Context: an optimization exercise on an open-source flow, tuned for small area and a short achievable clock period. The choices shown serve that exercise and are no tape-out recipe.
Function was checked by simulation only, so behaviour that the tests miss may differ from the original.
No activity file was given, so power comes from the tool's default toggle rates.

File: flow/design.v
module randomiser #(
	parameter WIDTH = 32
)(
	input clk,
	input reset,
	input enable,
	input  [31:0] i_initial,
	output [31:0] o
);
	reg [31:0] r;
	always @(posedge clk) begin
		if (reset)
			r <= i_initial;
		else if (enable) begin
				r[31] <= r[0];
				r[29] <= r[30] ^ r[0];
				r[25] <= r[26] ^ r[0];
				r[24] <= r[25] ^ r[0];
				r[   30] <= r[   31];
				r[28:26] <= r[29:27];
				r[23: 0] <= r[24: 1];
			end
	end
	assign o = r;
endmodule
module driver #(
	parameter WIDTH = 32
)(
	input reset,
	input clk_dut,
	input  [WIDTH-1:0] i_rand_a,
	input  [WIDTH-1:0] i_rand_b,
	input  [WIDTH-1:0] i_dut_out,
	output      [31:0] o_dut_delay,
	input              i_fselect,
	input  [WIDTH-1:0] i_fmanual_a,
	input  [WIDTH-1:0] i_fmanual_b,
	input  [WIDTH-1:0] i_fbitset_a,
	input  [WIDTH-1:0] i_fbitset_b,
	input  [WIDTH-1:0] i_fbitclr_a,
	input  [WIDTH-1:0] i_fbitclr_b,
	output [WIDTH-1:0] o_drive_dut_a,
	output [WIDTH-1:0] o_drive_dut_b,
	output [WIDTH-1:0] o_drive_mon_a,
	output [WIDTH-1:0] o_drive_mon_b
);
	localparam K = 4;
	reg [K-1:0] delay_count;
	reg [K-1:0] out_count;
	reg [  3:0] test_state;
	localparam STATE_IDLE  = 4'b0001;
	localparam STATE_READY = 4'b0010;
	localparam STATE_COUNT = 4'b0100;
	localparam STATE_DONE  = 4'b1000;
	always @(posedge clk_dut)
		if (reset)
			test_state <= STATE_IDLE;
		else case (test_state)
			STATE_IDLE : if (~|i_dut_out) test_state <= STATE_READY;
			STATE_READY: if ( &out_count) test_state <= STATE_COUNT;
			STATE_COUNT: if (~|i_dut_out) test_state <= STATE_DONE;
			STATE_DONE :                  test_state <= STATE_DONE;
			default    :                  test_state <= STATE_IDLE;
		endcase
	always @(posedge clk_dut)
		if (reset)
			delay_count <= {K{1'b1}};
		else if(test_state == STATE_COUNT)
			delay_count <= delay_count + 1'b1;
	always @(posedge clk_dut)
		if (reset)
			out_count <= {K{1'b0}};
		else if (test_state == STATE_DONE || i_fselect == 1'b1)
			out_count <= {K{1'b0}};
		else
			out_count <= out_count + 1'b1;
	reg [WIDTH-1:0] a_0;
	reg [WIDTH-1:0] b_0;
	always @(posedge clk_dut)
		if (reset) begin
			a_0 <= {WIDTH{1'b0}};
			b_0 <= {WIDTH{1'b0}};
		end
		else if (&out_count) begin
			a_0 <= {WIDTH{1'b0}};
			b_0 <= {WIDTH{1'b0}};
		end
		else begin
			a_0 <= i_rand_a;
			b_0 <= i_rand_b;
		end
	assign o_dut_delay = (test_state == STATE_DONE) ? delay_count : {32{1'b1}};
	reg [WIDTH-1:0] sa_0;
	reg [WIDTH-1:0] sb_0;
	reg [WIDTH-1:0] fa_0;
	reg [WIDTH-1:0] fb_0;
	always @(posedge clk_dut)
		if (i_fselect == 1'b0) begin
			sa_0 <= a_0 | i_fbitset_a;
			sb_0 <= b_0 | i_fbitset_b;
			fa_0 <= sa_0 & (~i_fbitclr_a);
			fb_0 <= sb_0 & (~i_fbitclr_b);
		end
		else begin
			sa_0 <= i_fmanual_a;
			sb_0 <= i_fmanual_b;
			fa_0 <= sa_0;
			fb_0 <= sb_0;
		end
	reg [WIDTH-1:0] fa_1;
	reg [WIDTH-1:0] fa_2;
	reg [WIDTH-1:0] fb_1;
	reg [WIDTH-1:0] fb_2;
	always @(posedge clk_dut) begin
		fa_1 <= fa_0;
		fa_2 <= fa_1;
		fb_1 <= fb_0;
		fb_2 <= fb_1;
	end
	assign o_drive_dut_a = fa_0;
	assign o_drive_dut_b = fb_0;
	assign o_drive_mon_a = fa_2;
	assign o_drive_mon_b = fb_2;
endmodule
module sub_mon #(
	parameter WIDTH = 32
)(
	input clk,
	input en,
	input reset,
	input      [WIDTH-1:0] i_a,
	input      [WIDTH-1:0] i_b,
	input      [WIDTH-1:0] i_dut_o,
	output reg [WIDTH-1:0] o_mon_o,
	output reg [WIDTH-1:0] o_dtm_o
);
	always @(posedge clk)
		if (!en)
			o_mon_o <= o_mon_o;
		else if (i_a[0] && i_b[0])
			o_mon_o <= i_b;
		else
			o_mon_o <= i_a + i_b;
	always @(posedge clk)
		if (en)
			o_dtm_o <= i_dut_o;
endmodule
module monitor #(
	parameter WIDTH       = 32,
	parameter NUM_SUB_MON = 2
)(
	input clk,
	input reset,
	input  [WIDTH-1:0] i_dut_ia,
	input  [WIDTH-1:0] i_dut_ib,
	input  [WIDTH-1:0] i_dut_os,
	output             o_mon_ready,
	output [WIDTH-1:0] o_diff
);
	reg [NUM_SUB_MON-1:0] dist_ctr;
	reg [NUM_SUB_MON-1:0] dist_ctr_delayed;
	always @(posedge clk) begin
		if (reset) begin
			dist_ctr        [NUM_SUB_MON-1]   <= 1'b1;
			dist_ctr        [NUM_SUB_MON-2:0] <= {(NUM_SUB_MON-1){1'b0}};
			dist_ctr_delayed[NUM_SUB_MON-1:0] <= {NUM_SUB_MON{1'b0}};
		end
		else begin
			dist_ctr              [0] <= dist_ctr[NUM_SUB_MON-1];
			dist_ctr[NUM_SUB_MON-1:1] <= dist_ctr[NUM_SUB_MON-2:0];
			dist_ctr_delayed          <= dist_ctr;
		end
	end
	reg        [WIDTH-1:0] a       [NUM_SUB_MON-1:0];
	reg        [WIDTH-1:0] b       [NUM_SUB_MON-1:0];
	reg        [WIDTH-1:0] o_dut   [NUM_SUB_MON-1:0];
	wire       [WIDTH-1:0] o_mon   [NUM_SUB_MON-1:0];
	wire       [WIDTH-1:0] o_dtm   [NUM_SUB_MON-1:0];
	reg        [WIDTH-1:0] sub_diff[NUM_SUB_MON-1:0];
	reg        [WIDTH-1:0] diff;
	wire [NUM_SUB_MON-1:0] en_sub;
	wire [NUM_SUB_MON-1:0] mat_diff[WIDTH-1:0];
	reg [1:0] ready_ctr;
	always @(posedge clk) begin
		if (reset)
			ready_ctr <= 2'b00;
		else if (dist_ctr[0])
			case (ready_ctr)
				2'b00:   ready_ctr <= 2'b01;
				2'b01:   ready_ctr <= 2'b10;
				2'b10:   ready_ctr <= 2'b11;
				2'b11:	ready_ctr <= 2'b11;
				default: ready_ctr <= 2'b00;
			endcase
	end
	assign o_mon_ready = &ready_ctr;
	assign o_diff = (&ready_ctr) ? diff : {WIDTH{1'b0}};
	genvar gi, gj;
	generate
	for (gi=0; gi<NUM_SUB_MON; gi=gi+1) begin: gen_sub_mon
		always @(posedge clk)
			if (reset) begin
				a    [gi] <= {WIDTH{1'b0}};
				b    [gi] <= {WIDTH{1'b0}};
				o_dut[gi] <= {WIDTH{1'b0}};
			end
			else if (dist_ctr[gi]) begin
				a    [gi] <= i_dut_ia;
				b    [gi] <= i_dut_ib;
				o_dut[gi] <= i_dut_os;
			end
		always @(posedge clk)
			if (reset)
				sub_diff [gi] <= {WIDTH{1'b0}};
			else if (dist_ctr[gi])
				sub_diff [gi] <= o_dtm[gi] ^ o_mon[gi];
			else
				sub_diff [gi] <= {WIDTH{1'b0}};
		assign en_sub[gi] = dist_ctr_delayed[gi];
		sub_mon #(
			.WIDTH     ( WIDTH )
		) u_sub_mon (
			.clk       ( clk         ),
			.en        ( en_sub[gi]  ),
			.reset     ( reset    ),
			.i_a       ( a    [gi] ),
			.i_b       ( b    [gi] ),
			.i_dut_o   ( o_dut[gi] ),
			.o_mon_o   ( o_mon[gi] ),
			.o_dtm_o   ( o_dtm[gi] )
		);
	end
	for (gj=0; gj<WIDTH; gj=gj+1) begin: gen_mat_outer
		for (gi=0; gi<NUM_SUB_MON; gi=gi+1) begin: gen_mat_inner
			assign mat_diff[gj][gi] = sub_diff [gi][gj];
		end
	end
	for (gj=0; gj<WIDTH; gj=gj+1) begin: gen_diff
		always @(posedge clk)
			diff[gj] <= |mat_diff[gj];
	end
	endgenerate
endmodule
module scoreboard #(
	parameter WIDTH = 32
)(
	input clk,
	input reset,
	input  i_freeze,
	input  i_mon_ready,
	input  [WIDTH-1:0] i_diff,
	output [31:0] o_data_ctr,
	output [31:0] o_error_ctr,
	output [31:0] o_maxacc,
	output [31:0] o_minacc
);
	wire enable;
	assign enable = !i_freeze && i_mon_ready;
	reg [31:0] data_ctr;
	reg [31:0] error_ctr;
	always @(posedge clk)
		if (reset) begin
			error_ctr <= {32{1'b0}};
			data_ctr  <= {32{1'b0}};
		end
		else if (enable) begin
			data_ctr <= data_ctr + 1'b1;
			if (|i_diff)
				error_ctr <= error_ctr + 1'b1;
		end
	assign o_data_ctr = data_ctr;
	assign o_error_ctr = error_ctr;
	reg [5:0] acc;
	wire [31:0] padded_diff;
	assign padded_diff = {i_diff, {32-WIDTH{1'b0}}};
	always @(posedge clk)
		casex(padded_diff)
			32'b1xxxxxxxxxxxxxxxxxxxxxxxxxxxxxxx: acc <= 6'h00;
			32'b01xxxxxxxxxxxxxxxxxxxxxxxxxxxxxx: acc <= 6'h01;
			32'b001xxxxxxxxxxxxxxxxxxxxxxxxxxxxx: acc <= 6'h02;
			32'b0001xxxxxxxxxxxxxxxxxxxxxxxxxxxx: acc <= 6'h03;
			32'b00001xxxxxxxxxxxxxxxxxxxxxxxxxxx: acc <= 6'h04;
			32'b000001xxxxxxxxxxxxxxxxxxxxxxxxxx: acc <= 6'h05;
			32'b0000001xxxxxxxxxxxxxxxxxxxxxxxxx: acc <= 6'h06;
			32'b00000001xxxxxxxxxxxxxxxxxxxxxxxx: acc <= 6'h07;
			32'b000000001xxxxxxxxxxxxxxxxxxxxxxx: acc <= 6'h08;
			32'b0000000001xxxxxxxxxxxxxxxxxxxxxx: acc <= 6'h09;
			32'b00000000001xxxxxxxxxxxxxxxxxxxxx: acc <= 6'h0a;
			32'b000000000001xxxxxxxxxxxxxxxxxxxx: acc <= 6'h0b;
			32'b0000000000001xxxxxxxxxxxxxxxxxxx: acc <= 6'h0c;
			32'b00000000000001xxxxxxxxxxxxxxxxxx: acc <= 6'h0d;
			32'b000000000000001xxxxxxxxxxxxxxxxx: acc <= 6'h0e;
			32'b0000000000000001xxxxxxxxxxxxxxxx: acc <= 6'h0f;
			32'b00000000000000001xxxxxxxxxxxxxxx: acc <= 6'h10;
			32'b000000000000000001xxxxxxxxxxxxxx: acc <= 6'h11;
			32'b0000000000000000001xxxxxxxxxxxxx: acc <= 6'h12;
			32'b00000000000000000001xxxxxxxxxxxx: acc <= 6'h13;
			32'b000000000000000000001xxxxxxxxxxx: acc <= 6'h14;
			32'b0000000000000000000001xxxxxxxxxx: acc <= 6'h15;
			32'b00000000000000000000001xxxxxxxxx: acc <= 6'h16;
			32'b000000000000000000000001xxxxxxxx: acc <= 6'h17;
			32'b0000000000000000000000001xxxxxxx: acc <= 6'h18;
			32'b00000000000000000000000001xxxxxx: acc <= 6'h19;
			32'b000000000000000000000000001xxxxx: acc <= 6'h1a;
			32'b0000000000000000000000000001xxxx: acc <= 6'h1b;
			32'b00000000000000000000000000001xxx: acc <= 6'h1c;
			32'b000000000000000000000000000001xx: acc <= 6'h1d;
			32'b0000000000000000000000000000001x: acc <= 6'h1e;
			32'b00000000000000000000000000000001: acc <= 6'h1f;
			32'b00000000000000000000000000000000: acc <= 6'h20;
			default:                              acc <= 6'h00;
		endcase
	reg [5:0] maxacc;
	reg [5:0] minacc;
	always @(posedge clk)
		if (reset) begin
			maxacc <= 6'h00;
			minacc <= 6'h20;
		end
		else if (enable) begin
			if (acc > maxacc)
				maxacc <= acc;
			if (acc < minacc)
				minacc <= acc;
		end
	assign o_maxacc = {{32-WIDTH{1'b0}}, maxacc};
	assign o_minacc = {{32-WIDTH{1'b0}}, minacc};
endmodule
module testbench #(
	parameter WIDTH = 16,
	parameter NUM_SUB_MON = 3
)(
	input clk_dut,
	input reset,
	input enable,
	input freeze,
	output [31:0] o_data_ctr,
	output [31:0] o_error_ctr,
	output [31:0] o_dut_delay,
	input              i_fselect,
	input  [WIDTH-1:0] i_fmanual_a,
	input  [WIDTH-1:0] i_fmanual_b,
	input  [WIDTH-1:0] i_fbitset_a,
	input  [WIDTH-1:0] i_fbitset_b,
	input  [WIDTH-1:0] i_fbitclr_a,
	input  [WIDTH-1:0] i_fbitclr_b,
	output [31:0] o_maxacc,
	output [31:0] o_minacc,
	output [WIDTH-1:0] o_dut_a,
	output [WIDTH-1:0] o_dut_b,
	input  [WIDTH-1:0] i_dut_out
);
	wire      [31:0] rand_a;
	wire      [31:0] rand_b;
	wire [WIDTH-1:0] drive_mon_a;
	wire [WIDTH-1:0] drive_mon_b;
	wire [WIDTH-1:0] mnt_diff;
	wire             mon_ready;
	randomiser #(
		.WIDTH      ( WIDTH      )
	) u_randomiser_a (
	  .clk         ( clk_dut    ),
	  .reset       ( reset      ),
	  .enable      ( enable     ),
	  .i_initial   (32'hCAFEF00D),
	  .o           ( rand_a     )
	);
	randomiser #(
		.WIDTH      ( WIDTH      )
	) u_randomiser_b (
	  .clk         ( clk_dut    ),
	  .reset       ( reset      ),
	  .enable      ( enable     ),
	  .i_initial   (32'hFEEDC0DE),
	  .o           ( rand_b     )
	);
	driver #(
		.WIDTH      ( WIDTH      )
	) u_driver (
		.reset      ( reset      ),
		.clk_dut    ( clk_dut    ),
		.i_rand_a   ( rand_a[WIDTH-1:0]),
		.i_rand_b   ( rand_b[WIDTH-1:0]),
		.i_dut_out  ( i_dut_out  ),
		.i_fselect    ( i_fselect  ),
		.i_fmanual_a  ( i_fmanual_a  ),
		.i_fmanual_b  ( i_fmanual_b  ),
		.i_fbitset_a  ( i_fbitset_a  ),
		.i_fbitset_b  ( i_fbitset_b  ),
		.i_fbitclr_a  ( i_fbitclr_a  ),
		.i_fbitclr_b  ( i_fbitclr_b  ),
		.o_dut_delay   ( o_dut_delay ),
		.o_drive_dut_a ( o_dut_a     ),
		.o_drive_dut_b ( o_dut_b     ),
		.o_drive_mon_a ( drive_mon_a ),
		.o_drive_mon_b ( drive_mon_b )
	);
	monitor #(
		.WIDTH      ( WIDTH      ),
		.NUM_SUB_MON( NUM_SUB_MON)
	) u_monitor (
		.clk        ( clk_dut    ),
		.reset      ( reset      ),
		.i_dut_ia   ( drive_mon_a),
		.i_dut_ib   ( drive_mon_b),
		.i_dut_os   ( i_dut_out  ),
		.o_mon_ready( mon_ready  ),
		.o_diff     ( mnt_diff   )
	);
	scoreboard #(
		.WIDTH      ( WIDTH      )
	) u_scoreboard (
		.clk        ( clk_dut    ),
		.reset      ( reset      ),
		.i_freeze   ( freeze     ),
		.i_mon_ready( mon_ready  ),
		.i_diff     ( mnt_diff   ),
		.o_error_ctr( o_error_ctr),
		.o_data_ctr ( o_data_ctr ),
		.o_maxacc   ( o_maxacc   ),
		.o_minacc   ( o_minacc   )
	);
endmodule
module test_wrapper #(
	parameter SYS_VERSION = 41,
	parameter WIDTH = 16,
	parameter NUM_SUB_MON = 3
)(
	input clk,
	input reset,
	input       [5:0] slave_address,
	input             slave_read,
	input             slave_write,
	input      [31:0] slave_writedata,
	output reg [31:0] slave_readdata,
	output [WIDTH-1:0] dut_a,
	output [WIDTH-1:0] dut_b,
	input  [WIDTH-1:0] dut_out
);
	reg  [31:0] d_hpc_ctrl;
	wire [31:0] o_hpc_datctr;
	wire [31:0] o_hpc_errctr;
	wire [31:0] o_hpc_sysver;
	wire [31:0] o_hpc_dutdelay;
	reg  [31:0] i_hpc_fselect;
	reg  [31:0] i_hpc_fmanual_a;
	reg  [31:0] i_hpc_fmanual_b;
	reg  [31:0] i_hpc_fbitset_a;
	reg  [31:0] i_hpc_fbitset_b;
	reg  [31:0] i_hpc_fbitclr_a;
	reg  [31:0] i_hpc_fbitclr_b;
	reg  [31:0] o_hpc_maxacc;
	reg  [31:0] o_hpc_minacc;
	localparam D_CTRL_ADDR     = 6'h00;
	localparam O_SYSVER_ADDR   = 6'h04;
	localparam I_FSELECT_ADDR    = 6'h10;
	localparam I_FMANUAL_A_ADDR  = 6'h14;
	localparam I_FMANUAL_B_ADDR  = 6'h18;
	localparam I_FBITSET_A_ADDR  = 6'h1C;
	localparam I_FBITSET_B_ADDR  = 6'h20;
	localparam I_FBITCLR_A_ADDR  = 6'h24;
	localparam I_FBITCLR_B_ADDR  = 6'h28;
	localparam O_DUTDELAY_ADDR   = 6'h2C;
	localparam O_DATCTR_ADDR   = 6'h30;
	localparam O_ERRCTR_ADDR   = 6'h34;
	localparam O_MAXACC_ADDR   = 6'h38;
	localparam O_MINACC_ADDR   = 6'h3C;
	wire writing = ~slave_read && slave_write;
	wire reading = slave_read && ~slave_write;
	always @(posedge clk) begin
		case (slave_address)
			D_CTRL_ADDR:
				if (writing)
					d_hpc_ctrl <= slave_writedata;
				else if (reading)
					slave_readdata <= d_hpc_ctrl;
			O_DATCTR_ADDR:
				if (reading)
					slave_readdata <= o_hpc_datctr;
			O_ERRCTR_ADDR:
				if (reading)
					slave_readdata <= o_hpc_errctr;
			O_SYSVER_ADDR:
				if (reading)
					slave_readdata <= o_hpc_sysver;
			O_DUTDELAY_ADDR:
				if (reading)
					slave_readdata <= o_hpc_dutdelay;
			O_MAXACC_ADDR:
				if (reading)
					slave_readdata <= o_hpc_maxacc;
			O_MINACC_ADDR:
				if (reading)
					slave_readdata <= o_hpc_minacc;
			I_FSELECT_ADDR:
				if (writing)
					i_hpc_fselect <= slave_writedata;
			I_FMANUAL_A_ADDR:
				if (writing)
					i_hpc_fmanual_a <= slave_writedata;
			I_FMANUAL_B_ADDR:
				if (writing)
					i_hpc_fmanual_b <= slave_writedata;
			I_FBITSET_A_ADDR:
				if (writing)
					i_hpc_fbitset_a <= slave_writedata;
			I_FBITSET_B_ADDR:
				if (writing)
					i_hpc_fbitset_b <= slave_writedata;
			I_FBITCLR_A_ADDR:
				if (writing)
					i_hpc_fbitclr_a <= slave_writedata;
			I_FBITCLR_B_ADDR:
				if (writing)
					i_hpc_fbitclr_b <= slave_writedata;
		endcase
	end
	assign o_hpc_sysver = SYS_VERSION;
	testbench #(
		.WIDTH      ( WIDTH      ),
		.NUM_SUB_MON( NUM_SUB_MON)
	) u_testbench (
		.clk_dut    ( clk        ),
		.reset      ( d_hpc_ctrl[0] ),
		.enable     ( d_hpc_ctrl[1] ),
		.freeze     ( d_hpc_ctrl[2] ),
		.o_data_ctr ( o_hpc_datctr  ),
		.o_error_ctr( o_hpc_errctr  ),
		.o_dut_delay( o_hpc_dutdelay),
		.i_fselect    ( i_hpc_fselect[0] ),
		.i_fmanual_a  ( i_hpc_fmanual_a[WIDTH-1:0] ),
		.i_fmanual_b  ( i_hpc_fmanual_b[WIDTH-1:0] ),
		.i_fbitset_a  ( i_hpc_fbitset_a[WIDTH-1:0] ),
		.i_fbitset_b  ( i_hpc_fbitset_b[WIDTH-1:0] ),
		.i_fbitclr_a  ( i_hpc_fbitclr_a[WIDTH-1:0] ),
		.i_fbitclr_b  ( i_hpc_fbitclr_b[WIDTH-1:0] ),
		.o_maxacc   ( o_hpc_maxacc  ),
		.o_minacc   ( o_hpc_minacc  ),
		.o_dut_a    ( dut_a      ),
		.o_dut_b    ( dut_b      ),
		.i_dut_out  ( dut_out    )
	);
endmodule
File: flow/run.sh
#!/bin/bash
# synth_recipe.tcl (not shown) runs the flow's synth.tcl, then flattens the netlist and writes it again
# the make line also repeats each setting of config.mk as NAME=value (left out here)
make -C /OpenROAD-flow-scripts/flow DESIGN_CONFIG=/design/flow/config.mk WORK_HOME=/design/flow/orfs CLKGATE_MAP_FILE= SYNTH_SCRIPT=/design/flow/synth_recipe.tcl finish
File: flow/config.mk
export PLATFORM = sky130hd
export DESIGN_NAME = test_wrapper
export DESIGN_NICKNAME = test_wrapper
export VERILOG_FILES = /design/flow/design.v
export SDC_FILE = /design/flow/constraint.sdc
export NUM_CORES = 4
export LEC_CHECK = 0
export CAP_MARGIN = 20
export CORE_MARGIN = 2
export CORE_UTILIZATION = 40
export SLEW_MARGIN = 20
File: flow/constraint.sdc
create_clock -name core_clock -period 3.0 [get_ports {clk}]
set_input_delay 0.6000 -clock core_clock [delete_from_list [all_inputs] [get_ports {clk}]]
set_output_delay 0.6000 -clock core_clock [all_outputs]
set_load 0.01 [all_outputs]
==> results.json <==
{
  "slowest_delay_ps": 550,
  "finalSetupTns_ps": 0,
  "clk_pin_slew_ps": 60,
  "route.antenna.remaining_nets": 0,
  "cp_common_cell": "a21oi_1",
  "port_buffers": 120,
  "tightest_slew_ps": 1090,
  "grt_use_met2_pct": 29.2,
  "drtIter0Drc": 1183,
  "grt_pass1_vias": 18200,
  "cellLeakagePower_nw": 13.1,
  "clockBufferDepth": 3,
  "fin_crit_ps": 2650,
  "ys_seq_area_share_pct": 62.9,
  "path_max_fanout": 6,
  "antenna_found_initial": 2,
  "timing.fmax_mhz": 378,
  "dieWidth_microns": 274,
  "startpoint_type": "flip-flop",
  "syn-cell-area_sq_mm": 0.0291,
  "r2r_start": "u_testbench.u_monitor.a[1][2]",
  "antenna_cells": 0,
  "vias": 18600,
  "finalNetCount": 2782,
  "cts_sinks": 786,
  "finalSetupViolations": 0,
  "use_met3_pct": 3.11,
  "synthFlopType": "dfxtp_1",
  "syn_nets": 2649,
  "async_reset_ff_share_pct": 0,
  "r2r_cells": 7,
  "finalHoldViolCount": 0,
  "clkLatencyLatePin_ps": 640,
  "avgViaCountPerCell": 5.05,
  "syn_avg_cell_area_sq_um": 11.5,
  "worstHoldPathType": "reg -> reg",
  "fin_util_pct": 47.8,
  "die_h_microns": 274,
  "post_cts_buffers": 0,
  "hold_depth": 0,
  "timing.final.crit_share_pct": 88.2,
  "mostFrequentLayoutCells": "dfxtp_1, nor2_1, edfxtp_1",
  "drive_gt1_share_pct": 7.52,
  "cts_buffers": 84,
  "first_pass_iters": 5,
  "synth_top_area_cell": "dfxtp_1",
  "rsz0062_at_grt": "false",
  "use_met1_pct": 24.1,
  "rows": 98,
  "crit_arrival_ps": 3080,
  "power_density_mw_per_mm2": 631,
  "synth_top_cell_area_share_pct": 36.4,
  "netlist_instances": 2536,
  "critical_path_class": "reg -> reg",
  "cts.repair.resized": 0,
  "yosys_warnings": 14,
  "drc_errors": 0,
  "layout_commonest_cell": "dfxtp_1",
  "grt_first_pass_wirelength_microns": 104000,
  "cts_tree": "done",
  "routedWlPerCell_microns": 18.2,
  "overflow": 0,
  "ys_seq_elements": 786,
  "hold_buffers": 0,
  "grt_max_degree": 154,
  "hpwlAfterDp_microns": 46000,
  "initial_core_util_pct": 40.5,
  "min_from": "u_testbench.u_driver.fa_1[8]",
  "cp_slowest_cell": "o2111ai_1",
  "ir_drop_v": 0.000386,
  "synth_edf_count": 257,
  "gp_congestion": 0.897,
  "n_fill_cell": 6349,
  "num_io_pins": 122,
  "drv_cap": 0,
  "synthTopCellsByArea": "dfxtp_1, edfxtp_1, mux2i_1",
  "grt_busiest_layer": "met2",
  "wl_microns": 67100,
  "htree_levels": 3,
  "dieArea_sq_mm": 0.0749,
  "fin_skew_ps": 32.6,
  "track_usage_pct": 17.9,
  "areaGrowthSynthToFinish_pct": 17.9,
  "required_ps": 3440,
  "drv_slew": 0,
  "power_mw": 21.6,
  "crit_path_cell_trace": "ha_1 -> a21oi_1 -> a21oi_1 -> o2111ai_1 -> a21boi_0 -> o21a_1 -> o31ai_1",
  "relSlewSlack_pct": 26.9,
  "core-area_sq_mm": 0.0717,
  "synth_cell_types": 71,
  "root_buffer": "clkbuf_16",
  "hold_path_end": "u_testbench.u_driver.fa_2[8]",
  "reg2reg_slack_ps": 350,
  "status": "no timing/DRC/antenna violations",
  "end_kind": "flip-flop"
}
## per-stage QoR
step | cell area [sq um] | worst slack, ps | hold slack [ps] | std cells
final | 34300 | 354 | 325 | 3690
after global routing | 34300 | 102 | 326 | 3690
after CTS | 34300 | 414 | 324 | 3690
after detailed placement | 31500 | 233 | 312 | 3533
after global placement | 31500 | 235 | 310 | 3533
after floorplan | 29100 | 304 | 310 | 2536
## cells in the mapped netlist (all sizes together) (11+ instances only)
cell type  count
dfxtp        529
nor2         388
edfxtp       257
mux2i        177
nand2        153
xnor2         96
clkbuf        92
o21ai         80
a21oi         71
nand3         62
ha            55
xor2          47
nor2b         41
and2          40
a211o         38
nor3          38
a21boi        36
inv           34
or3           33
a22oi         29
buf           22
nor4          21
a21o          20
nand2b        20
nand4         19
and3          15
or2           12
and4          11
## cell type report
class	instances	area, sq um	area share [%]
repair buffers	161	1620	4.73
flip-flops and latches	786	18300	53.4
inverters	34	128	0.372
clock inverters	36	408	1.19
multi-input cells	1602	10200	29.8
clock buffers	121	2410	7.02
well taps	950	1190	3.47
## critical path, delay by kind of cell (launching register included)
family                   cells  cell delay [ps]
AO/OA/AOI/OAI                6             1800
flip-flops                   1              320
adder cells (fa/ha/maj)      1              340
## per-layer routing
layer | part of all wire, % | wire length [microns]
met4 | 2.5 | 1660
met1 | 46 | 30600
met3 | 4.6 | 3110
met2 | 47 | 31800
met5 | 0.015 | 10
## power breakdown
group / total [mW] / switching [mW] / internal, mW
sequential: 11.0 / 0.0297 / 11.0
combinational: 0.283 / 0.152 / 0.131
clock: 10.3 / 4.17 / 6.15
total: 21.6 / 4.35 / 17.3
## kinds of logic after synthesis
family                     share of synthesized area, %
buffers and inverters                              1.99
muxes                                              6.25
xor gates and xnor gates                           4.31
AOI/OAI and AO/OA                                  8.25
adders and majority gates                          2.37
DFF                                                62.9
and+or+nand+nor                                    13.9
## sequential cells by signal, indices dropped and copies added, names as in the netlist, 48 cells and up
register and count:
u_testbench.u_monitor.b 48, u_testbench.u_monitor.o_dut 48, u_testbench.u_monitor.sub_diff 48, u_testbench.u_monitor.gen_sub_mon.u_sub_mon.o_dtm_o 48, u_testbench.u_monitor.gen_sub_mon.u_sub_mon.o_mon_o 48, u_testbench.u_monitor.a 48
## worst max path at each step
stage | slack, ps | to | depth (start not counted) | start
4_1_cts | 410 | flip-flop | 7 | u_testbench.u_monitor.a[2][3]
3_3_place_gp | 230 | slave_readdata[27] | 6 | slave_address[1]
3_5_place_dp | 230 | slave_readdata[12] | 6 | slave_address[1]
6_report | 350 | flip-flop | 7 | u_testbench.u_monitor.a[1][2]
2_1_floorplan | 300 | slave_readdata[0] | 6 | slave_address[3]
5_1_grt | 100 | flip-flop | 7 | u_testbench.u_monitor.a[1][2]

-- re-timing with driven ports --
How much do the figures lean on ideal ports? The routed layout below was timed once more, with nothing changed but the port constraints.
Step 1: set_driving_cell puts a clkbuf_16 on clk and a buf_2 on each other input, an assumption about the parent block.
Step 2 moves the port delays by t, midway between the first and last clock arrival at a register: inputs arrive t later, outputs are due t later. That takes back most of the time a late clock gives input paths.
Slacks: ideal ports / drivers / drivers and shift; pairs: ideal ports / drivers.
t (ns): 0.688
setup slack, ns: 0.354 / 0.354 / 0.205
worst setup path after step 2: input to register
After both steps setup and hold are still met in this run. For this run, drivers alone change the setup slack by 0.000 ns; drivers and shift together by -0.149 ns.
